Context: an optimization exercise on an open-source flow, tuned for small area, a short achievable clock period and few clock cycles per item. The choices shown serve that exercise and are no tape-out recipe.
For this run, only the layout was checked, not whether the RTL still works.
Power figures rest on the tool's default switching activity, not on a simulated workload.

==> flow/design.v <==
`timescale 1ns / 1ps
module matrix2x2_mult (
    input       clk,
    input       rst,
    input       start,
    input [7:0]  a00, a01,
    input [7:0]  a10, a11,
    input [7:0]  b00, b01,
    input [7:0]  b10, b11,
    output [16:0] c00, c01,
    output [16:0] c10, c11,
    output done
);
reg [7:0] ra00, ra01, ra10, ra11, rb00, rb01, rb10, rb11;
always @(posedge clk) begin
    ra00 <= a00; ra01 <= a01; ra10 <= a10; ra11 <= a11;
    rb00 <= b00; rb01 <= b01; rb10 <= b10; rb11 <= b11;
end
reg [2:0] v;
always @(posedge clk, posedge rst) begin
    if (rst)
        v <= 3'd0;
    else
        v <= {v[1:0], start};
end
assign done = v[2];
wire [39:0] t1_00;
mm_t1 s1_00 (.x0(ra00), .y0(rb00), .x1(ra01), .y1(rb10), .o(t1_00));
wire [39:0] t1_01;
mm_t1 s1_01 (.x0(ra00), .y0(rb01), .x1(ra01), .y1(rb11), .o(t1_01));
wire [39:0] t1_10;
mm_t1 s1_10 (.x0(ra10), .y0(rb00), .x1(ra11), .y1(rb10), .o(t1_10));
wire [39:0] t1_11;
mm_t1 s1_11 (.x0(ra10), .y0(rb01), .x1(ra11), .y1(rb11), .o(t1_11));
reg [39:0] q1_00, q1_01, q1_10, q1_11;
always @(posedge clk) begin
    q1_00 <= t1_00;
    q1_01 <= t1_01;
    q1_10 <= t1_10;
    q1_11 <= t1_11;
end
wire [16:0] s_00;
mm_cpa a_00 (.i(q1_00), .c(s_00));
wire [16:0] s_01;
mm_cpa a_01 (.i(q1_01), .c(s_01));
wire [16:0] s_10;
mm_cpa a_10 (.i(q1_10), .c(s_10));
wire [16:0] s_11;
mm_cpa a_11 (.i(q1_11), .c(s_11));
reg [16:0] r00, r01, r10, r11;
always @(posedge clk) begin
    r00 <= s_00;
    r01 <= s_01;
    r10 <= s_10;
    r11 <= s_11;
end
assign c00 = r00;
assign c01 = r01;
assign c10 = r10;
assign c11 = r11;
endmodule
module mm_t1 (
  input  [7:0] x0, y0, x1, y1,
  output [39:0] o
);
  mm_nand u1 (.a(x0[0]), .b(y0[0]), .y(o[0]));
  wire w2_0;
  mm_nand u2 (.a(x0[0]), .b(y0[1]), .y(w2_0));
  wire w3_0;
  mm_nand u3 (.a(x0[0]), .b(y0[2]), .y(w3_0));
  wire w4_0;
  mm_nand u4 (.a(x0[0]), .b(y0[3]), .y(w4_0));
  wire w5_0;
  mm_nand u5 (.a(x0[0]), .b(y0[4]), .y(w5_0));
  wire w6_0;
  mm_nand u6 (.a(x0[0]), .b(y0[5]), .y(w6_0));
  wire w7_0;
  mm_nand u7 (.a(x0[0]), .b(y0[6]), .y(w7_0));
  wire w8_0;
  mm_nand u8 (.a(x0[0]), .b(y0[7]), .y(w8_0));
  mm_nand u9 (.a(x0[1]), .b(y0[0]), .y(o[2]));
  wire w10_0;
  mm_nand u10 (.a(x0[1]), .b(y0[1]), .y(w10_0));
  wire w11_0;
  mm_nand u11 (.a(x0[1]), .b(y0[2]), .y(w11_0));
  wire w12_0;
  mm_nand u12 (.a(x0[1]), .b(y0[3]), .y(w12_0));
  wire w13_0;
  mm_nand u13 (.a(x0[1]), .b(y0[4]), .y(w13_0));
  wire w14_0;
  mm_nand u14 (.a(x0[1]), .b(y0[5]), .y(w14_0));
  wire w15_0;
  mm_nand u15 (.a(x0[1]), .b(y0[6]), .y(w15_0));
  wire w16_0;
  mm_nand u16 (.a(x0[1]), .b(y0[7]), .y(w16_0));
  wire w17_0;
  mm_nand u17 (.a(x0[2]), .b(y0[0]), .y(w17_0));
  wire w18_0;
  mm_nand u18 (.a(x0[2]), .b(y0[1]), .y(w18_0));
  wire w19_0;
  mm_nand u19 (.a(x0[2]), .b(y0[2]), .y(w19_0));
  wire w20_0;
  mm_nand u20 (.a(x0[2]), .b(y0[3]), .y(w20_0));
  wire w21_0;
  mm_nand u21 (.a(x0[2]), .b(y0[4]), .y(w21_0));
  wire w22_0;
  mm_nand u22 (.a(x0[2]), .b(y0[5]), .y(w22_0));
  wire w23_0;
  mm_nand u23 (.a(x0[2]), .b(y0[6]), .y(w23_0));
  wire w24_0;
  mm_nand u24 (.a(x0[2]), .b(y0[7]), .y(w24_0));
  wire w25_0;
  mm_nand u25 (.a(x0[3]), .b(y0[0]), .y(w25_0));
  wire w26_0;
  mm_nand u26 (.a(x0[3]), .b(y0[1]), .y(w26_0));
  wire w27_0;
  mm_nand u27 (.a(x0[3]), .b(y0[2]), .y(w27_0));
  wire w28_0;
  mm_nand u28 (.a(x0[3]), .b(y0[3]), .y(w28_0));
  wire w29_0;
  mm_nand u29 (.a(x0[3]), .b(y0[4]), .y(w29_0));
  wire w30_0;
  mm_nand u30 (.a(x0[3]), .b(y0[5]), .y(w30_0));
  wire w31_0;
  mm_nand u31 (.a(x0[3]), .b(y0[6]), .y(w31_0));
  wire w32_0;
  mm_nand u32 (.a(x0[3]), .b(y0[7]), .y(w32_0));
  wire w33_0;
  mm_nand u33 (.a(x0[4]), .b(y0[0]), .y(w33_0));
  wire w34_0;
  mm_nand u34 (.a(x0[4]), .b(y0[1]), .y(w34_0));
  wire w35_0;
  mm_nand u35 (.a(x0[4]), .b(y0[2]), .y(w35_0));
  wire w36_0;
  mm_nand u36 (.a(x0[4]), .b(y0[3]), .y(w36_0));
  wire w37_0;
  mm_nand u37 (.a(x0[4]), .b(y0[4]), .y(w37_0));
  wire w38_0;
  mm_nand u38 (.a(x0[4]), .b(y0[5]), .y(w38_0));
  wire w39_0;
  mm_nand u39 (.a(x0[4]), .b(y0[6]), .y(w39_0));
  wire w40_0;
  mm_nand u40 (.a(x0[4]), .b(y0[7]), .y(w40_0));
  wire w41_0;
  mm_nand u41 (.a(x0[5]), .b(y0[0]), .y(w41_0));
  wire w42_0;
  mm_nand u42 (.a(x0[5]), .b(y0[1]), .y(w42_0));
  wire w43_0;
  mm_nand u43 (.a(x0[5]), .b(y0[2]), .y(w43_0));
  wire w44_0;
  mm_nand u44 (.a(x0[5]), .b(y0[3]), .y(w44_0));
  wire w45_0;
  mm_nand u45 (.a(x0[5]), .b(y0[4]), .y(w45_0));
  wire w46_0;
  mm_nand u46 (.a(x0[5]), .b(y0[5]), .y(w46_0));
  wire w47_0;
  mm_nand u47 (.a(x0[5]), .b(y0[6]), .y(w47_0));
  wire w48_0;
  mm_nand u48 (.a(x0[5]), .b(y0[7]), .y(w48_0));
  wire w49_0;
  mm_nand u49 (.a(x0[6]), .b(y0[0]), .y(w49_0));
  wire w50_0;
  mm_nand u50 (.a(x0[6]), .b(y0[1]), .y(w50_0));
  wire w51_0;
  mm_nand u51 (.a(x0[6]), .b(y0[2]), .y(w51_0));
  wire w52_0;
  mm_nand u52 (.a(x0[6]), .b(y0[3]), .y(w52_0));
  wire w53_0;
  mm_nand u53 (.a(x0[6]), .b(y0[4]), .y(w53_0));
  wire w54_0;
  mm_nand u54 (.a(x0[6]), .b(y0[5]), .y(w54_0));
  wire w55_0;
  mm_nand u55 (.a(x0[6]), .b(y0[6]), .y(w55_0));
  wire w56_0;
  mm_nand u56 (.a(x0[6]), .b(y0[7]), .y(w56_0));
  wire w57_0;
  mm_nand u57 (.a(x0[7]), .b(y0[0]), .y(w57_0));
  wire w58_0;
  mm_nand u58 (.a(x0[7]), .b(y0[1]), .y(w58_0));
  wire w59_0;
  mm_nand u59 (.a(x0[7]), .b(y0[2]), .y(w59_0));
  wire w60_0;
  mm_nand u60 (.a(x0[7]), .b(y0[3]), .y(w60_0));
  wire w61_0;
  mm_nand u61 (.a(x0[7]), .b(y0[4]), .y(w61_0));
  wire w62_0;
  mm_nand u62 (.a(x0[7]), .b(y0[5]), .y(w62_0));
  wire w63_0;
  mm_nand u63 (.a(x0[7]), .b(y0[6]), .y(w63_0));
  wire w64_0;
  mm_nand u64 (.a(x0[7]), .b(y0[7]), .y(w64_0));
  mm_nand u65 (.a(x1[0]), .b(y1[0]), .y(o[1]));
  wire w66_0;
  mm_nand u66 (.a(x1[0]), .b(y1[1]), .y(w66_0));
  wire w67_0;
  mm_nand u67 (.a(x1[0]), .b(y1[2]), .y(w67_0));
  wire w68_0;
  mm_nand u68 (.a(x1[0]), .b(y1[3]), .y(w68_0));
  wire w69_0;
  mm_nand u69 (.a(x1[0]), .b(y1[4]), .y(w69_0));
  wire w70_0;
  mm_nand u70 (.a(x1[0]), .b(y1[5]), .y(w70_0));
  wire w71_0;
  mm_nand u71 (.a(x1[0]), .b(y1[6]), .y(w71_0));
  wire w72_0;
  mm_nand u72 (.a(x1[0]), .b(y1[7]), .y(w72_0));
  wire w73_0;
  mm_nand u73 (.a(x1[1]), .b(y1[0]), .y(w73_0));
  wire w74_0;
  mm_nand u74 (.a(x1[1]), .b(y1[1]), .y(w74_0));
  wire w75_0;
  mm_nand u75 (.a(x1[1]), .b(y1[2]), .y(w75_0));
  wire w76_0;
  mm_nand u76 (.a(x1[1]), .b(y1[3]), .y(w76_0));
  wire w77_0;
  mm_nand u77 (.a(x1[1]), .b(y1[4]), .y(w77_0));
  wire w78_0;
  mm_nand u78 (.a(x1[1]), .b(y1[5]), .y(w78_0));
  wire w79_0;
  mm_nand u79 (.a(x1[1]), .b(y1[6]), .y(w79_0));
  wire w80_0;
  mm_nand u80 (.a(x1[1]), .b(y1[7]), .y(w80_0));
  wire w81_0;
  mm_nand u81 (.a(x1[2]), .b(y1[0]), .y(w81_0));
  wire w82_0;
  mm_nand u82 (.a(x1[2]), .b(y1[1]), .y(w82_0));
  wire w83_0;
  mm_nand u83 (.a(x1[2]), .b(y1[2]), .y(w83_0));
  wire w84_0;
  mm_nand u84 (.a(x1[2]), .b(y1[3]), .y(w84_0));
  wire w85_0;
  mm_nand u85 (.a(x1[2]), .b(y1[4]), .y(w85_0));
  wire w86_0;
  mm_nand u86 (.a(x1[2]), .b(y1[5]), .y(w86_0));
  wire w87_0;
  mm_nand u87 (.a(x1[2]), .b(y1[6]), .y(w87_0));
  wire w88_0;
  mm_nand u88 (.a(x1[2]), .b(y1[7]), .y(w88_0));
  wire w89_0;
  mm_nand u89 (.a(x1[3]), .b(y1[0]), .y(w89_0));
  wire w90_0;
  mm_nand u90 (.a(x1[3]), .b(y1[1]), .y(w90_0));
  wire w91_0;
  mm_nand u91 (.a(x1[3]), .b(y1[2]), .y(w91_0));
  wire w92_0;
  mm_nand u92 (.a(x1[3]), .b(y1[3]), .y(w92_0));
  wire w93_0;
  mm_nand u93 (.a(x1[3]), .b(y1[4]), .y(w93_0));
  wire w94_0;
  mm_nand u94 (.a(x1[3]), .b(y1[5]), .y(w94_0));
  wire w95_0;
  mm_nand u95 (.a(x1[3]), .b(y1[6]), .y(w95_0));
  wire w96_0;
  mm_nand u96 (.a(x1[3]), .b(y1[7]), .y(w96_0));
  wire w97_0;
  mm_nand u97 (.a(x1[4]), .b(y1[0]), .y(w97_0));
  wire w98_0;
  mm_nand u98 (.a(x1[4]), .b(y1[1]), .y(w98_0));
  wire w99_0;
  mm_nand u99 (.a(x1[4]), .b(y1[2]), .y(w99_0));
  wire w100_0;
  mm_nand u100 (.a(x1[4]), .b(y1[3]), .y(w100_0));
  wire w101_0;
  mm_nand u101 (.a(x1[4]), .b(y1[4]), .y(w101_0));
  wire w102_0;
  mm_nand u102 (.a(x1[4]), .b(y1[5]), .y(w102_0));
  wire w103_0;
  mm_nand u103 (.a(x1[4]), .b(y1[6]), .y(w103_0));
  wire w104_0;
  mm_nand u104 (.a(x1[4]), .b(y1[7]), .y(w104_0));
  wire w105_0;
  mm_nand u105 (.a(x1[5]), .b(y1[0]), .y(w105_0));
  wire w106_0;
  mm_nand u106 (.a(x1[5]), .b(y1[1]), .y(w106_0));
  wire w107_0;
  mm_nand u107 (.a(x1[5]), .b(y1[2]), .y(w107_0));
  wire w108_0;
  mm_nand u108 (.a(x1[5]), .b(y1[3]), .y(w108_0));
  wire w109_0;
  mm_nand u109 (.a(x1[5]), .b(y1[4]), .y(w109_0));
  wire w110_0;
  mm_nand u110 (.a(x1[5]), .b(y1[5]), .y(w110_0));
  wire w111_0;
  mm_nand u111 (.a(x1[5]), .b(y1[6]), .y(w111_0));
  wire w112_0;
  mm_nand u112 (.a(x1[5]), .b(y1[7]), .y(w112_0));
  wire w113_0;
  mm_nand u113 (.a(x1[6]), .b(y1[0]), .y(w113_0));
  wire w114_0;
  mm_nand u114 (.a(x1[6]), .b(y1[1]), .y(w114_0));
  wire w115_0;
  mm_nand u115 (.a(x1[6]), .b(y1[2]), .y(w115_0));
  wire w116_0;
  mm_nand u116 (.a(x1[6]), .b(y1[3]), .y(w116_0));
  wire w117_0;
  mm_nand u117 (.a(x1[6]), .b(y1[4]), .y(w117_0));
  wire w118_0;
  mm_nand u118 (.a(x1[6]), .b(y1[5]), .y(w118_0));
  wire w119_0;
  mm_nand u119 (.a(x1[6]), .b(y1[6]), .y(w119_0));
  wire w120_0;
  mm_nand u120 (.a(x1[6]), .b(y1[7]), .y(w120_0));
  wire w121_0;
  mm_nand u121 (.a(x1[7]), .b(y1[0]), .y(w121_0));
  wire w122_0;
  mm_nand u122 (.a(x1[7]), .b(y1[1]), .y(w122_0));
  wire w123_0;
  mm_nand u123 (.a(x1[7]), .b(y1[2]), .y(w123_0));
  wire w124_0;
  mm_nand u124 (.a(x1[7]), .b(y1[3]), .y(w124_0));
  wire w125_0;
  mm_nand u125 (.a(x1[7]), .b(y1[4]), .y(w125_0));
  wire w126_0;
  mm_nand u126 (.a(x1[7]), .b(y1[5]), .y(w126_0));
  wire w127_0;
  mm_nand u127 (.a(x1[7]), .b(y1[6]), .y(w127_0));
  wire w128_0;
  mm_nand u128 (.a(x1[7]), .b(y1[7]), .y(w128_0));
  wire w129_1;
  mm_fa u129 (.a(w2_0), .b(w66_0), .c(w73_0), .s(o[3]), .co(w129_1));
  wire w130_0, w130_1;
  mm_fa u130 (.a(w10_0), .b(w17_0), .c(w3_0), .s(w130_0), .co(w130_1));
  wire w131_0, w131_1;
  mm_fa u131 (.a(w67_0), .b(w74_0), .c(w81_0), .s(w131_0), .co(w131_1));
  wire w132_1;
  mm_fa u132 (.a(w129_1), .b(w130_0), .c(w131_0), .s(o[4]), .co(w132_1));
  wire w133_0, w133_1;
  mm_fa u133 (.a(w11_0), .b(w18_0), .c(w25_0), .s(w133_0), .co(w133_1));
  wire w134_0, w134_1;
  mm_fa u134 (.a(w4_0), .b(w68_0), .c(w75_0), .s(w134_0), .co(w134_1));
  wire w135_0, w135_1;
  mm_fa u135 (.a(w82_0), .b(w89_0), .c(w130_1), .s(w135_0), .co(w135_1));
  wire w136_0, w136_1;
  mm_fa u136 (.a(w131_1), .b(w133_0), .c(w134_0), .s(w136_0), .co(w136_1));
  wire w137_1;
  mm_fa u137 (.a(w132_1), .b(w135_0), .c(w136_0), .s(o[5]), .co(w137_1));
  wire w138_0, w138_1;
  mm_fa u138 (.a(w12_0), .b(w19_0), .c(w26_0), .s(w138_0), .co(w138_1));
  wire w139_0, w139_1;
  mm_fa u139 (.a(w33_0), .b(w5_0), .c(w69_0), .s(w139_0), .co(w139_1));
  wire w140_0, w140_1;
  mm_fa u140 (.a(w76_0), .b(w83_0), .c(w90_0), .s(w140_0), .co(w140_1));
  wire w141_0, w141_1;
  mm_fa u141 (.a(w97_0), .b(w133_1), .c(w134_1), .s(w141_0), .co(w141_1));
  wire w142_0, w142_1;
  mm_fa u142 (.a(w138_0), .b(w139_0), .c(w140_0), .s(w142_0), .co(w142_1));
  wire w143_0, w143_1;
  mm_fa u143 (.a(w135_1), .b(w136_1), .c(w141_0), .s(w143_0), .co(w143_1));
  mm_fa u144 (.a(w142_0), .b(w137_1), .c(w143_0), .s(o[6]), .co(o[8]));
  wire w145_0, w145_1;
  mm_fa u145 (.a(w105_0), .b(w13_0), .c(w20_0), .s(w145_0), .co(w145_1));
  wire w146_0, w146_1;
  mm_fa u146 (.a(w27_0), .b(w34_0), .c(w41_0), .s(w146_0), .co(w146_1));
  wire w147_0, w147_1;
  mm_fa u147 (.a(w6_0), .b(w70_0), .c(w77_0), .s(w147_0), .co(w147_1));
  wire w148_0, w148_1;
  mm_fa u148 (.a(w84_0), .b(w91_0), .c(w98_0), .s(w148_0), .co(w148_1));
  wire w149_0, w149_1;
  mm_fa u149 (.a(w138_1), .b(w139_1), .c(w140_1), .s(w149_0), .co(w149_1));
  wire w150_0, w150_1;
  mm_fa u150 (.a(w145_0), .b(w146_0), .c(w147_0), .s(w150_0), .co(w150_1));
  mm_fa u151 (.a(w148_0), .b(w141_1), .c(w142_1), .s(o[7]), .co(o[10]));
  mm_fa u152 (.a(w149_0), .b(w150_0), .c(w143_1), .s(o[9]), .co(o[13]));
  wire w153_0, w153_1;
  mm_fa u153 (.a(w106_0), .b(w113_0), .c(w14_0), .s(w153_0), .co(w153_1));
  wire w154_0, w154_1;
  mm_fa u154 (.a(w21_0), .b(w28_0), .c(w35_0), .s(w154_0), .co(w154_1));
  wire w155_0, w155_1;
  mm_fa u155 (.a(w42_0), .b(w49_0), .c(w71_0), .s(w155_0), .co(w155_1));
  wire w156_0, w156_1;
  mm_fa u156 (.a(w78_0), .b(w7_0), .c(w85_0), .s(w156_0), .co(w156_1));
  wire w157_0, w157_1;
  mm_fa u157 (.a(w92_0), .b(w99_0), .c(w145_1), .s(w157_0), .co(w157_1));
  wire w158_0, w158_1;
  mm_fa u158 (.a(w146_1), .b(w147_1), .c(w148_1), .s(w158_0), .co(w158_1));
  wire w159_0, w159_1;
  mm_fa u159 (.a(w153_0), .b(w154_0), .c(w155_0), .s(w159_0), .co(w159_1));
  wire w160_1;
  mm_fa u160 (.a(w156_0), .b(w149_1), .c(w150_1), .s(o[11]), .co(w160_1));
  mm_fa u161 (.a(w157_0), .b(w158_0), .c(w159_0), .s(o[12]), .co(o[14]));
  wire w162_0, w162_1;
  mm_fa u162 (.a(w100_0), .b(w107_0), .c(w114_0), .s(w162_0), .co(w162_1));
  wire w163_0, w163_1;
  mm_fa u163 (.a(w121_0), .b(w15_0), .c(w22_0), .s(w163_0), .co(w163_1));
  wire w164_0, w164_1;
  mm_fa u164 (.a(w29_0), .b(w36_0), .c(w43_0), .s(w164_0), .co(w164_1));
  wire w165_0, w165_1;
  mm_fa u165 (.a(w50_0), .b(w57_0), .c(w72_0), .s(w165_0), .co(w165_1));
  wire w166_0, w166_1;
  mm_fa u166 (.a(w79_0), .b(w86_0), .c(w8_0), .s(w166_0), .co(w166_1));
  wire w167_0, w167_1;
  mm_fa u167 (.a(w93_0), .b(w153_1), .c(w154_1), .s(w167_0), .co(w167_1));
  wire w168_0, w168_1;
  mm_fa u168 (.a(w155_1), .b(w156_1), .c(w162_0), .s(w168_0), .co(w168_1));
  wire w169_0, w169_1;
  mm_fa u169 (.a(w163_0), .b(w164_0), .c(w165_0), .s(w169_0), .co(w169_1));
  wire w170_0, w170_1;
  mm_fa u170 (.a(w166_0), .b(w157_1), .c(w158_1), .s(w170_0), .co(w170_1));
  wire w171_1;
  mm_fa u171 (.a(w159_1), .b(w167_0), .c(w168_0), .s(o[15]), .co(w171_1));
  mm_fa u172 (.a(w169_0), .b(w160_1), .c(w170_0), .s(o[16]), .co(o[17]));
  wire w173_0, w173_1;
  mm_fa u173 (.a(w101_0), .b(w108_0), .c(w115_0), .s(w173_0), .co(w173_1));
  wire w174_0, w174_1;
  mm_fa u174 (.a(w122_0), .b(w16_0), .c(w23_0), .s(w174_0), .co(w174_1));
  wire w175_0, w175_1;
  mm_fa u175 (.a(w30_0), .b(w37_0), .c(w44_0), .s(w175_0), .co(w175_1));
  wire w176_0, w176_1;
  mm_fa u176 (.a(w51_0), .b(w58_0), .c(w80_0), .s(w176_0), .co(w176_1));
  wire w177_0, w177_1;
  mm_fa u177 (.a(w87_0), .b(w94_0), .c(w162_1), .s(w177_0), .co(w177_1));
  wire w178_0, w178_1;
  mm_fa u178 (.a(w163_1), .b(w164_1), .c(w165_1), .s(w178_0), .co(w178_1));
  wire w179_0, w179_1;
  mm_fa u179 (.a(w166_1), .b(w173_0), .c(w174_0), .s(w179_0), .co(w179_1));
  wire w180_0, w180_1;
  mm_fa u180 (.a(w175_0), .b(w176_0), .c(w167_1), .s(w180_0), .co(w180_1));
  wire w181_0, w181_1;
  mm_fa u181 (.a(w168_1), .b(w169_1), .c(w177_0), .s(w181_0), .co(w181_1));
  mm_fa u182 (.a(w178_0), .b(w179_0), .c(w170_1), .s(o[18]), .co(o[22]));
  mm_fa u183 (.a(w180_0), .b(w171_1), .c(w181_0), .s(o[19]), .co(o[23]));
  wire w184_0, w184_1;
  mm_fa u184 (.a(w102_0), .b(w109_0), .c(w116_0), .s(w184_0), .co(w184_1));
  wire w185_0, w185_1;
  mm_fa u185 (.a(w123_0), .b(w24_0), .c(w31_0), .s(w185_0), .co(w185_1));
  wire w186_0, w186_1;
  mm_fa u186 (.a(w38_0), .b(w45_0), .c(w52_0), .s(w186_0), .co(w186_1));
  wire w187_0, w187_1;
  mm_fa u187 (.a(w59_0), .b(w88_0), .c(w95_0), .s(w187_0), .co(w187_1));
  wire w188_0, w188_1;
  mm_fa u188 (.a(w173_1), .b(w174_1), .c(w175_1), .s(w188_0), .co(w188_1));
  wire w189_0, w189_1;
  mm_fa u189 (.a(w176_1), .b(w184_0), .c(w185_0), .s(w189_0), .co(w189_1));
  wire w190_1;
  mm_fa u190 (.a(w186_0), .b(w187_0), .c(w177_1), .s(o[20]), .co(w190_1));
  wire w191_1;
  mm_fa u191 (.a(w178_1), .b(w179_1), .c(w188_0), .s(o[21]), .co(w191_1));
  mm_fa u192 (.a(w189_0), .b(w180_1), .c(w181_1), .s(o[24]), .co(o[26]));
  wire w193_0, w193_1;
  mm_fa u193 (.a(w103_0), .b(w110_0), .c(w117_0), .s(w193_0), .co(w193_1));
  wire w194_0, w194_1;
  mm_fa u194 (.a(w124_0), .b(w32_0), .c(w39_0), .s(w194_0), .co(w194_1));
  wire w195_0, w195_1;
  mm_fa u195 (.a(w46_0), .b(w53_0), .c(w60_0), .s(w195_0), .co(w195_1));
  wire w196_0, w196_1;
  mm_fa u196 (.a(w96_0), .b(w184_1), .c(w185_1), .s(w196_0), .co(w196_1));
  wire w197_0, w197_1;
  mm_fa u197 (.a(w186_1), .b(w187_1), .c(w193_0), .s(w197_0), .co(w197_1));
  wire w198_0, w198_1;
  mm_fa u198 (.a(w194_0), .b(w195_0), .c(w188_1), .s(w198_0), .co(w198_1));
  mm_fa u199 (.a(w189_1), .b(w196_0), .c(w197_0), .s(o[25]), .co(o[28]));
  mm_fa u200 (.a(w190_1), .b(w191_1), .c(w198_0), .s(o[27]), .co(o[30]));
  wire w201_0, w201_1;
  mm_fa u201 (.a(w104_0), .b(w111_0), .c(w118_0), .s(w201_0), .co(w201_1));
  wire w202_0, w202_1;
  mm_fa u202 (.a(w125_0), .b(w40_0), .c(w47_0), .s(w202_0), .co(w202_1));
  wire w203_0, w203_1;
  mm_fa u203 (.a(w54_0), .b(w61_0), .c(w193_1), .s(w203_0), .co(w203_1));
  wire w204_0, w204_1;
  mm_fa u204 (.a(w194_1), .b(w195_1), .c(w201_0), .s(w204_0), .co(w204_1));
  wire w205_1;
  mm_fa u205 (.a(w202_0), .b(w196_1), .c(w197_1), .s(o[29]), .co(w205_1));
  mm_fa u206 (.a(w203_0), .b(w204_0), .c(w198_1), .s(o[31]), .co(o[32]));
  wire w207_0, w207_1;
  mm_fa u207 (.a(w112_0), .b(w119_0), .c(w126_0), .s(w207_0), .co(w207_1));
  wire w208_0, w208_1;
  mm_fa u208 (.a(w48_0), .b(w55_0), .c(w62_0), .s(w208_0), .co(w208_1));
  wire w209_0, w209_1;
  mm_fa u209 (.a(w201_1), .b(w202_1), .c(w207_0), .s(w209_0), .co(w209_1));
  wire w210_0;
  mm_fa u210 (.a(w208_0), .b(w203_1), .c(w204_1), .s(w210_0), .co(o[34]));
  mm_fa u211 (.a(w209_0), .b(w205_1), .c(w210_0), .s(o[33]), .co(o[36]));
  wire w212_0, w212_1;
  mm_fa u212 (.a(w120_0), .b(w127_0), .c(w56_0), .s(w212_0), .co(w212_1));
  wire w213_0, w213_1;
  mm_fa u213 (.a(w63_0), .b(w207_1), .c(w208_1), .s(w213_0), .co(w213_1));
  wire w214_1;
  mm_fa u214 (.a(w212_0), .b(w209_1), .c(w213_0), .s(o[35]), .co(w214_1));
  wire w215_0;
  mm_fa u215 (.a(w128_0), .b(w64_0), .c(w212_1), .s(w215_0), .co(o[38]));
  mm_fa u216 (.a(w213_1), .b(w215_0), .c(w214_1), .s(o[37]), .co(o[39]));
endmodule
module mm_cpa (
  input  [39:0] i,
  output [16:0] c
);
  wire w1_0;
  mm_xnor u1 (.a(i[0]), .b(i[1]), .y(w1_0));
  wire w2_0;
  mm_or u2 (.a(i[0]), .b(i[1]), .y(w2_0));
  wire w3_0, w3_1;
  mm_fa u3 (.a(i[2]), .b(i[3]), .c(w2_0), .s(w3_0), .co(w3_1));
  wire w4_0, w4_1;
  mm_fa u4 (.a(i[7]), .b(i[8]), .c(i[9]), .s(w4_0), .co(w4_1));
  wire w5_0, w5_1;
  mm_fa u5 (.a(i[10]), .b(i[11]), .c(i[12]), .s(w5_0), .co(w5_1));
  wire w6_0;
  mm_xnor u6 (.a(i[13]), .b(w4_1), .y(w6_0));
  wire w7_0;
  mm_or u7 (.a(i[13]), .b(w4_1), .y(w7_0));
  wire w8_0, w8_1;
  mm_fa u8 (.a(i[14]), .b(i[15]), .c(i[16]), .s(w8_0), .co(w8_1));
  wire w9_0;
  mm_xnor u9 (.a(w5_1), .b(w8_0), .y(w9_0));
  wire w10_0;
  mm_or u10 (.a(w5_1), .b(w8_0), .y(w10_0));
  wire w11_0, w11_1;
  mm_fa u11 (.a(i[17]), .b(i[18]), .c(i[19]), .s(w11_0), .co(w11_1));
  wire w12_0;
  mm_xnor u12 (.a(w8_1), .b(w11_0), .y(w12_0));
  wire w13_0;
  mm_or u13 (.a(w8_1), .b(w11_0), .y(w13_0));
  wire w14_0, w14_1;
  mm_fa u14 (.a(i[20]), .b(i[21]), .c(i[22]), .s(w14_0), .co(w14_1));
  wire w15_0, w15_1;
  mm_fa u15 (.a(i[23]), .b(i[24]), .c(w11_1), .s(w15_0), .co(w15_1));
  wire w16_0;
  mm_xnor u16 (.a(w14_0), .b(w13_0), .y(w16_0));
  wire w17_0;
  mm_or u17 (.a(w14_0), .b(w13_0), .y(w17_0));
  wire w18_0, w18_1;
  mm_fa u18 (.a(i[25]), .b(i[26]), .c(i[27]), .s(w18_0), .co(w18_1));
  wire w19_0, w19_1;
  mm_fa u19 (.a(w14_1), .b(w18_0), .c(w15_1), .s(w19_0), .co(w19_1));
  wire w20_0, w20_1;
  mm_fa u20 (.a(i[28]), .b(i[29]), .c(i[30]), .s(w20_0), .co(w20_1));
  wire w21_0, w21_1;
  mm_fa u21 (.a(i[31]), .b(w18_1), .c(w20_0), .s(w21_0), .co(w21_1));
  wire w22_0, w22_1;
  mm_fa u22 (.a(i[32]), .b(i[33]), .c(w20_1), .s(w22_0), .co(w22_1));
  wire w23_0, w23_1;
  mm_fa u23 (.a(i[34]), .b(i[35]), .c(i[36]), .s(w23_0), .co(w23_1));
  mm_inv u24 (.a(w1_0), .y(c[0]));
  mm_inv u25 (.a(w3_0), .y(c[1]));
  wire w26_0;
  mm_nor u26 (.a(i[4]), .b(w3_1), .y(w26_0));
  mm_xor u27 (.a(i[4]), .b(w3_1), .y(c[2]));
  wire w28_0;
  mm_nor u28 (.a(w5_0), .b(w6_0), .y(w28_0));
  wire w29_0;
  mm_xor u29 (.a(w5_0), .b(w6_0), .y(w29_0));
  wire w30_0;
  mm_nor u30 (.a(w7_0), .b(w9_0), .y(w30_0));
  wire w31_0;
  mm_xor u31 (.a(w7_0), .b(w9_0), .y(w31_0));
  wire w32_0;
  mm_nor u32 (.a(w10_0), .b(w12_0), .y(w32_0));
  wire w33_0;
  mm_xor u33 (.a(w10_0), .b(w12_0), .y(w33_0));
  wire w34_0;
  mm_nor u34 (.a(w15_0), .b(w16_0), .y(w34_0));
  wire w35_0;
  mm_xor u35 (.a(w15_0), .b(w16_0), .y(w35_0));
  wire w36_0;
  mm_nor u36 (.a(w17_0), .b(w19_0), .y(w36_0));
  wire w37_0;
  mm_xor u37 (.a(w17_0), .b(w19_0), .y(w37_0));
  wire w38_0;
  mm_nor u38 (.a(w21_0), .b(w19_1), .y(w38_0));
  wire w39_0;
  mm_xor u39 (.a(w21_0), .b(w19_1), .y(w39_0));
  wire w40_0;
  mm_nor u40 (.a(w21_1), .b(w22_0), .y(w40_0));
  wire w41_0;
  mm_xor u41 (.a(w21_1), .b(w22_0), .y(w41_0));
  wire w42_0;
  mm_nor u42 (.a(w23_0), .b(w22_1), .y(w42_0));
  wire w43_0;
  mm_xor u43 (.a(w23_0), .b(w22_1), .y(w43_0));
  wire w44_0;
  mm_nor u44 (.a(i[37]), .b(w23_1), .y(w44_0));
  wire w45_0;
  mm_xor u45 (.a(i[37]), .b(w23_1), .y(w45_0));
  wire w46_0;
  mm_nor u46 (.a(i[38]), .b(i[39]), .y(w46_0));
  wire w47_0;
  mm_xor u47 (.a(i[38]), .b(i[39]), .y(w47_0));
  wire w48_0;
  mm_inv u48 (.a(i[5]), .y(w48_0));
  wire w49_0;
  mm_nand u49 (.a(w48_0), .b(w26_0), .y(w49_0));
  wire w50_0;
  mm_nor u50 (.a(w4_0), .b(i[6]), .y(w50_0));
  wire w51_0;
  mm_a21oi u51 (.a(w31_0), .b(w28_0), .c(w30_0), .y(w51_0));
  wire w52_0;
  mm_nand u52 (.a(w31_0), .b(w29_0), .y(w52_0));
  wire w53_0;
  mm_a21oi u53 (.a(w35_0), .b(w32_0), .c(w34_0), .y(w53_0));
  wire w54_0;
  mm_nand u54 (.a(w35_0), .b(w33_0), .y(w54_0));
  wire w55_0;
  mm_a21oi u55 (.a(w39_0), .b(w36_0), .c(w38_0), .y(w55_0));
  wire w56_0;
  mm_nand u56 (.a(w39_0), .b(w37_0), .y(w56_0));
  wire w57_0;
  mm_a21oi u57 (.a(w43_0), .b(w40_0), .c(w42_0), .y(w57_0));
  wire w58_0;
  mm_nand u58 (.a(w43_0), .b(w41_0), .y(w58_0));
  wire w59_0;
  mm_a21oi u59 (.a(w47_0), .b(w44_0), .c(w46_0), .y(w59_0));
  wire w60_0;
  mm_nand u60 (.a(w47_0), .b(w45_0), .y(w60_0));
  wire w61_0;
  mm_nor u61 (.a(i[6]), .b(w49_0), .y(w61_0));
  wire w62_0;
  mm_inv u62 (.a(w50_0), .y(w62_0));
  wire w63_0;
  mm_nor u63 (.a(w62_0), .b(w49_0), .y(w63_0));
  wire w64_0;
  mm_inv u64 (.a(w33_0), .y(w64_0));
  wire w65_0;
  mm_o21bai u65 (.a(w64_0), .b(w51_0), .c(w32_0), .y(w65_0));
  wire w66_0;
  mm_nor u66 (.a(w64_0), .b(w52_0), .y(w66_0));
  wire w67_0;
  mm_o21ai u67 (.a(w54_0), .b(w51_0), .c(w53_0), .y(w67_0));
  wire w68_0;
  mm_nor u68 (.a(w54_0), .b(w52_0), .y(w68_0));
  wire w69_0;
  mm_inv u69 (.a(w41_0), .y(w69_0));
  wire w70_0;
  mm_o21bai u70 (.a(w69_0), .b(w55_0), .c(w40_0), .y(w70_0));
  wire w71_0;
  mm_nor u71 (.a(w69_0), .b(w56_0), .y(w71_0));
  wire w72_0;
  mm_o21ai u72 (.a(w58_0), .b(w55_0), .c(w57_0), .y(w72_0));
  wire w73_0;
  mm_nor u73 (.a(w58_0), .b(w56_0), .y(w73_0));
  wire w74_0;
  mm_a21oi u74 (.a(w29_0), .b(w63_0), .c(w28_0), .y(w74_0));
  wire w75_0;
  mm_inv u75 (.a(w52_0), .y(w75_0));
  wire w76_0;
  mm_a21boi u76 (.a(w75_0), .b(w63_0), .c(w51_0), .y(w76_0));
  wire w77_0;
  mm_a21oi u77 (.a(w66_0), .b(w63_0), .c(w65_0), .y(w77_0));
  wire w78_0;
  mm_a21oi u78 (.a(w68_0), .b(w63_0), .c(w67_0), .y(w78_0));
  wire w79_0;
  mm_a21oi u79 (.a(w45_0), .b(w72_0), .c(w44_0), .y(w79_0));
  wire w80_0;
  mm_nand u80 (.a(w45_0), .b(w73_0), .y(w80_0));
  wire w81_0;
  mm_inv u81 (.a(w60_0), .y(w81_0));
  wire w82_0;
  mm_a21boi u82 (.a(w81_0), .b(w72_0), .c(w59_0), .y(w82_0));
  wire w83_0;
  mm_nand u83 (.a(w81_0), .b(w73_0), .y(w83_0));
  wire w84_0;
  mm_inv u84 (.a(w37_0), .y(w84_0));
  wire w85_0;
  mm_o21bai u85 (.a(w84_0), .b(w78_0), .c(w36_0), .y(w85_0));
  wire w86_0;
  mm_o21ai u86 (.a(w56_0), .b(w78_0), .c(w55_0), .y(w86_0));
  wire w87_0;
  mm_inv u87 (.a(w71_0), .y(w87_0));
  wire w88_0;
  mm_o21bai u88 (.a(w87_0), .b(w78_0), .c(w70_0), .y(w88_0));
  wire w89_0;
  mm_inv u89 (.a(w73_0), .y(w89_0));
  wire w90_0;
  mm_o21bai u90 (.a(w89_0), .b(w78_0), .c(w72_0), .y(w90_0));
  wire w91_0;
  mm_o21ai u91 (.a(w80_0), .b(w78_0), .c(w79_0), .y(w91_0));
  mm_o21ai u92 (.a(w83_0), .b(w78_0), .c(w82_0), .y(c[16]));
  mm_xnor u93 (.a(i[5]), .b(w26_0), .y(c[3]));
  mm_xor u94 (.a(i[6]), .b(w49_0), .y(c[4]));
  mm_xnor u95 (.a(w4_0), .b(w61_0), .y(c[5]));
  mm_xor u96 (.a(w29_0), .b(w63_0), .y(c[6]));
  mm_xnor u97 (.a(w31_0), .b(w74_0), .y(c[7]));
  mm_xnor u98 (.a(w33_0), .b(w76_0), .y(c[8]));
  mm_xnor u99 (.a(w35_0), .b(w77_0), .y(c[9]));
  mm_xnor u100 (.a(w37_0), .b(w78_0), .y(c[10]));
  mm_xor u101 (.a(w39_0), .b(w85_0), .y(c[11]));
  mm_xor u102 (.a(w41_0), .b(w86_0), .y(c[12]));
  mm_xor u103 (.a(w43_0), .b(w88_0), .y(c[13]));
  mm_xor u104 (.a(w45_0), .b(w90_0), .y(c[14]));
  mm_xor u105 (.a(w47_0), .b(w91_0), .y(c[15]));
endmodule
module mm_nand (input a, b, output y); assign y = ~(a & b); endmodule
module mm_nor (input a, b, output y); assign y = ~(a | b); endmodule
module mm_or (input a, b, output y); assign y = a | b; endmodule
module mm_xor (input a, b, output y); assign y = a ^ b; endmodule
module mm_xnor (input a, b, output y); assign y = ~(a ^ b); endmodule
module mm_inv (input a, output y); assign y = ~a; endmodule
module mm_a21oi (input a, b, c, output y); assign y = ~((a & b) | c); endmodule
module mm_o21ai (input a, b, c, output y); assign y = ~((a | b) & c); endmodule
module mm_a21boi (input a, b, c, output y); assign y = ~((a & b) | ~c); endmodule
module mm_o21bai (input a, b, c, output y); assign y = ~((a | b) & ~c); endmodule
module mm_nor2b (input a, b, output y); assign y = ~(a | ~b); endmodule
module mm_fa (
  input  a, b, c,
  output s, co
);
  assign s = a ^ b ^ c;
  assign co = (a & b) | (a & c) | (b & c);
endmodule
==> flow/flow/run.sh <==
#!/bin/bash
# The standard layout, with plain buffers (buf_1) on the ports instead of the
# delay buffer buffer_ports picks by default.
set -euo pipefail
bash standard.sh "BUFFER_PORTS_ARGS=-buffer_cell sky130_fd_sc_hd__buf_1" finish > standard_flow.log 2>&1
==> flow/standard.sh <==
#!/bin/bash
# synth_recipe.tcl (not shown) runs the flow's synth.tcl, then flattens the netlist and writes it again
# the make line also repeats each setting of config.mk as NAME=value (left out here)
make -C /OpenROAD-flow-scripts/flow DESIGN_CONFIG=/design/flow/config.mk WORK_HOME=/design/flow/orfs CLKGATE_MAP_FILE= SYNTH_SCRIPT=/design/flow/synth_recipe.tcl "${@:-finish}"
==> flow/config.mk <==
export PLATFORM = sky130hd
export DESIGN_NAME = matrix2x2_mult
export DESIGN_NICKNAME = matrix2x2_mult
export VERILOG_FILES = /design/flow/design.v
export SDC_FILE = /design/flow/constraint.sdc
export NUM_CORES = 4
export LEC_CHECK = 0
export CAP_MARGIN = 20
export CORE_MARGIN = 2
export CORE_UTILIZATION = 65
export CTS_BUF_LIST = sky130_fd_sc_hd__clkbuf_16
export CTS_CLUSTER_DIAMETER = 150
export CTS_CLUSTER_SIZE = 30
export SETUP_SLACK_MARGIN = 4.2
export SLEW_MARGIN = 20
export SYNTH_HIERARCHICAL = 1
export SYNTH_MINIMUM_KEEP_SIZE = 0
==> flow/constraint.sdc <==
create_clock -name core_clock -period 7.0 [get_ports {clk}]
set_input_delay 1.4000 -clock core_clock [delete_from_list [all_inputs] [get_ports {clk}]]
set_output_delay 1.4000 -clock core_clock [all_outputs]
set_load 0.01 [all_outputs]
==> reports/metrics.yaml <==
run_status:
  result_of_the_run: "complete, no violations"
timing:
  post-route-worst-setup-slack_ns: 4.26
  rsz0062_at_grt: "yes"
  max_slew.worst_pin.slew_ns: 0.619
  timing_max_transition_violations_final: 0
  final_min_period_over_clock_period: 0.392
  final-hold-violation-count: 0
  timing.max_slew.rel_slack: 0.586
  layout_min_cycle_time_ns: 2.74
  fmaxAchievable_mhz: 365
  setup-tns-final_ns: 0
  fin_skew_ns: 0.0241
  timing.final.setup_violations: 0
clock_network:
  cts_max_path_buffers: 3
  clk_transition_reported_paths_ns: 0.12
  cts_buffers: 13
  tritoncts_num_sinks: 295
  root_cell_of_the_clock_tree: "sky130_fd_sc_hd__clkbuf_16"
  clock_latency_on_the_worst_skew_pair_ns: 0.50
  h-tree-depth: 1
  clock_tree_from_tritoncts: "yes"
grt:
  grt-ovfl-total: 0
  first_global_vias: 13100
  grt_max_degree: 32
  grt_first_pass_wirelength_mm: 67.0
  grt_use_total: 0.299
  antenna_found_initial: 0
placed_design:
  dp_worst_setup_slack_ns: 3.85
  port_buffers: 135
  hpwl_after_detailed_placement_mm: 28.4
  routabilityCongestion: 0.859
final_layout:
  nNetsFinal: 2206
  syn2layout_area_growth_pct: 9.85
  drive_gt1_frac: 0.0945
  nFillCells: 1981
  antenna_cells: 0
floorplan:
  start_util: 0.660
  io-pin-count: 136
  fp.dieArea_sq_um: 29500
  die_y_microns: 172
  core-area_sq_um: 27700
  placementRows: 61
  die_width_microns: 172
drt:
  drt_pre_antenna_iters: 6
  drc: 0
  route.detailed.vias_per_inst: 5.62
  via_count: 11900
  first_iter_violations: 1088
  antenna_left: 0
  route.detailed.wl_per_inst_microns: 19.5
  detail_route.wirelength_mm: 41.3
worst_setup_path:
  path_class: "reg2reg"
  data_arrival_time_of_the_critical_path_ns: 3.12
  worstSetupEndpointType: "flop"
  startpoint_type_of_the_worst_setup_path: "flop"
  number_of_cells_on_the_worst_reg_to_reg_path: 9
  worst_ep_required_time_ns: 7.38
  critical_path_peak_fanout: 3
logic_synthesis:
  synth_sequential_area_ratio: 0.324
  synth.distinct_cells: 13
  synth.ff_latch_count: 295
  syn_area_per_cell_sq_um: 11.6
  combinational_family_with_the_most_area_after_synthesis: "adder cells"
  synth_adder_area_share: 0.442
  synth_compound_area_frac: 0.0359
  syn-num-nets: 2051
  synth.mux.area_fraction: 0
  synth_area_sq_um: 18300
  number_of_standard_cells_after_synthesis: 1580
  ys_warn_count: 7
  synth-simple-area-share: 0.133
  synth_xor_area_frac: 0.0556
flow_run:
  max_cap_viols: 0
min_path:
  hold-path-cell-count: 0
  hold_path_class: "reg2reg"
power:
  worst_ir_drop_vdd_mv: 0.366
  p_per_area_nw_per_um2: 475
  leakage_nw: 7.16
what timing repair did:
action                     CTS  global route
pin swaps                    0            19
gates resized for setup     71            98
buffers inserted             0             4
setup endpoints to repair   85            62
hold buffers                 0             0
modules after synthesis (local to each module, per instance), a selection:
module	cells inside	area (sq um)	flops+latches	copies in the design
mm_o21bai	1	7.51	0	20
matrix2x2_mult	296	5920	295	1
mm_a21oi	1	8.76	0	36
mm_inv	1	3.75	0	44
mm_nor	1	3.75	0	72
mm_xor	1	8.76	0	72
mm_or	1	6.26	0	20
mm_o21ai	1	5.00	0	20
mm_nand	1	3.75	0	544
mm_xnor	1	8.76	0	44
mm_fa	1	20.0	0	404
mm_a21boi	1	11.3	0	8
metal layers:
metal / up-vias / global-route usage / wire, microns
met4: 0 / 0.0672 / 975
met3: 85 / 0.0918 / 5040
met2: 723 / 0.463 / 18600
met1: 5964 / 0.423 / 16700
li1: 5105 / - / -
met5: - / 0.00696 / 0
path summary, 6_finish.rpt:
| path | from | to | slack (ns) |
|---|---|---|---|
| hold reg to reg | v[1]$_DFF_PP0_ | v[2]$_DFF_PP0_ | 0.36 |
| max in group asynchronous | rst | v[0]$_DFF_PP0_ | 6.14 |
| setup / recovery | q1_10[17]$_DFF_P_ | r10[15]$_DFF_P_ | 4.26 |
| setup reg to reg | q1_10[17]$_DFF_P_ | r10[15]$_DFF_P_ | 4.26 |
| hold / removal | v[1]$_DFF_PP0_ | v[2]$_DFF_PP0_ | 0.36 |
| min in group asynchronous | rst | v[2]$_DFF_PP0_ | 0.73 |
area by class of cell:
class / instances / area [sq um] / area share
sequential: 295 / 6150 / 0.306
inverter: 45 / 169 / 0.00841
tap: 378 / 473 / 0.0235
clock inverter: 2 / 11.3 / 0.000561
clock buffer: 13 / 325 / 0.0162
timing repair buffer: 140 / 544 / 0.0271
multi-input combinational: 1240 / 12400 / 0.618
cells by family after synthesis:
logic type,after synthesis
simple gates,636
buf+inv,45
flops,295
xor+xnor,116
fa+ha+maj,404
compound gates,84
per-stage QoR:
stage | hold WS, ns | power, mW | util | instances | instance area [sq um]
6_report | 0.359 | 9.54 | 0.725 | 2113 | 20100
5_1_grt | 0.371 | 10.4 | 0.725 | 2113 | 20100
4_1_cts | 0.363 | 9.06 | 0.712 | 2109 | 19700
3_5_place_dp | 0.337 | 8.13 | 0.696 | 2094 | 19300
3_3_place_gp | 0.337 | 7.95 | 0.696 | 2094 | 19300
2_1_floorplan | 0.331 | 6.85 | - | 1580 | 18300
worst max-delay path: stages (launching register included):
cell and delay [ns]:
sky130_fd_sc_hd__dfxtp_2 0.35, sky130_fd_sc_hd__fa_2 0.39, sky130_fd_sc_hd__fa_2 0.41, sky130_fd_sc_hd__fa_2 0.63
sky130_fd_sc_hd__nor2_2 0.07, sky130_fd_sc_hd__a21oi_2 0.24, sky130_fd_sc_hd__o21ai_2 0.12, sky130_fd_sc_hd__a21oi_2 0.16
sky130_fd_sc_hd__o21ai_2 0.07, sky130_fd_sc_hd__xor2_1 0.17
placed cells by master (no fill, tap or decap), types with 3 or more instances in the layout:
cell / count
sky130_fd_sc_hd__a21boi_2: 8
sky130_fd_sc_hd__a21oi_2: 32
sky130_fd_sc_hd__a21oi_4: 4
sky130_fd_sc_hd__buf_1: 135
sky130_fd_sc_hd__buf_4: 5
sky130_fd_sc_hd__clkbuf_16: 13
sky130_fd_sc_hd__dfrtp_1: 3
sky130_fd_sc_hd__dfxtp_1: 228
sky130_fd_sc_hd__dfxtp_2: 4
sky130_fd_sc_hd__dfxtp_4: 60
sky130_fd_sc_hd__fa_1: 395
sky130_fd_sc_hd__fa_2: 9
sky130_fd_sc_hd__inv_1: 46
sky130_fd_sc_hd__nand2_1: 540
sky130_fd_sc_hd__nand2_2: 4
sky130_fd_sc_hd__nor2_1: 65
sky130_fd_sc_hd__nor2_2: 5
sky130_fd_sc_hd__o21ai_1: 14
sky130_fd_sc_hd__o21ai_2: 6
sky130_fd_sc_hd__o21bai_1: 20
sky130_fd_sc_hd__or2_1: 20
sky130_fd_sc_hd__xnor2_1: 43
sky130_fd_sc_hd__xor2_1: 62
sky130_fd_sc_hd__xor2_2: 8
where the power goes:
part	leakage [nW]	total (mW)	internal [mW]	switching, mW
combinational	4.49	5.98	2.52	3.47
sequential	2.51	2.71	2.34	0.375
clock	0.166	0.846	0.341	0.505
registers in the layout (all words and copies together) (netlist names), 17 cells and up:
| register | count |
|---|---|
| q1_00 | 40 |
| q1_11 | 40 |
| q1_10 | 40 |
| r11 | 17 |
| r01 | 17 |
| r10 | 17 |
| q1_01 | 40 |
| r00 | 17 |
cell usage after synthesis, drive strengths merged:
master	n	area [sq um]
xnor2	44	385
dfxtp	292	5850
fa	404	8090
dfrtp	3	75.1
xor2	72	631
or2	20	125
o21bai	20	150
nand2	544	2040
inv	45	169
a21oi	36	315
a21boi	8	90.1
nor2	72	270
o21ai	20	100

[static timing again, ports no longer ideal]
The flow's constraints put no driver on any port. The routed layout listed below was extracted and timed again, unchanged, in two steps. Step 1: set_driving_cell puts a clkbuf_16 on clk and a buf_2 on each other input, an assumption about the parent block. Step 2 moves the port delays by t, midway between the first and last clock arrival at a register: inputs arrive t later, outputs are due t later. That takes back most of the time a late clock gives input paths. Slacks: ideal / step 1 / step 2; pairs: ideal / step 1.
shift t [ns]: 0.543
slack for setup (ns): 4.258 / 4.258 / 4.258
worst setup path at the end: register to register
After both steps setup and hold are still met in this run. For this run, drivers alone change the setup slack by 0.000 ns; drivers and shift together by 0.000 ns.
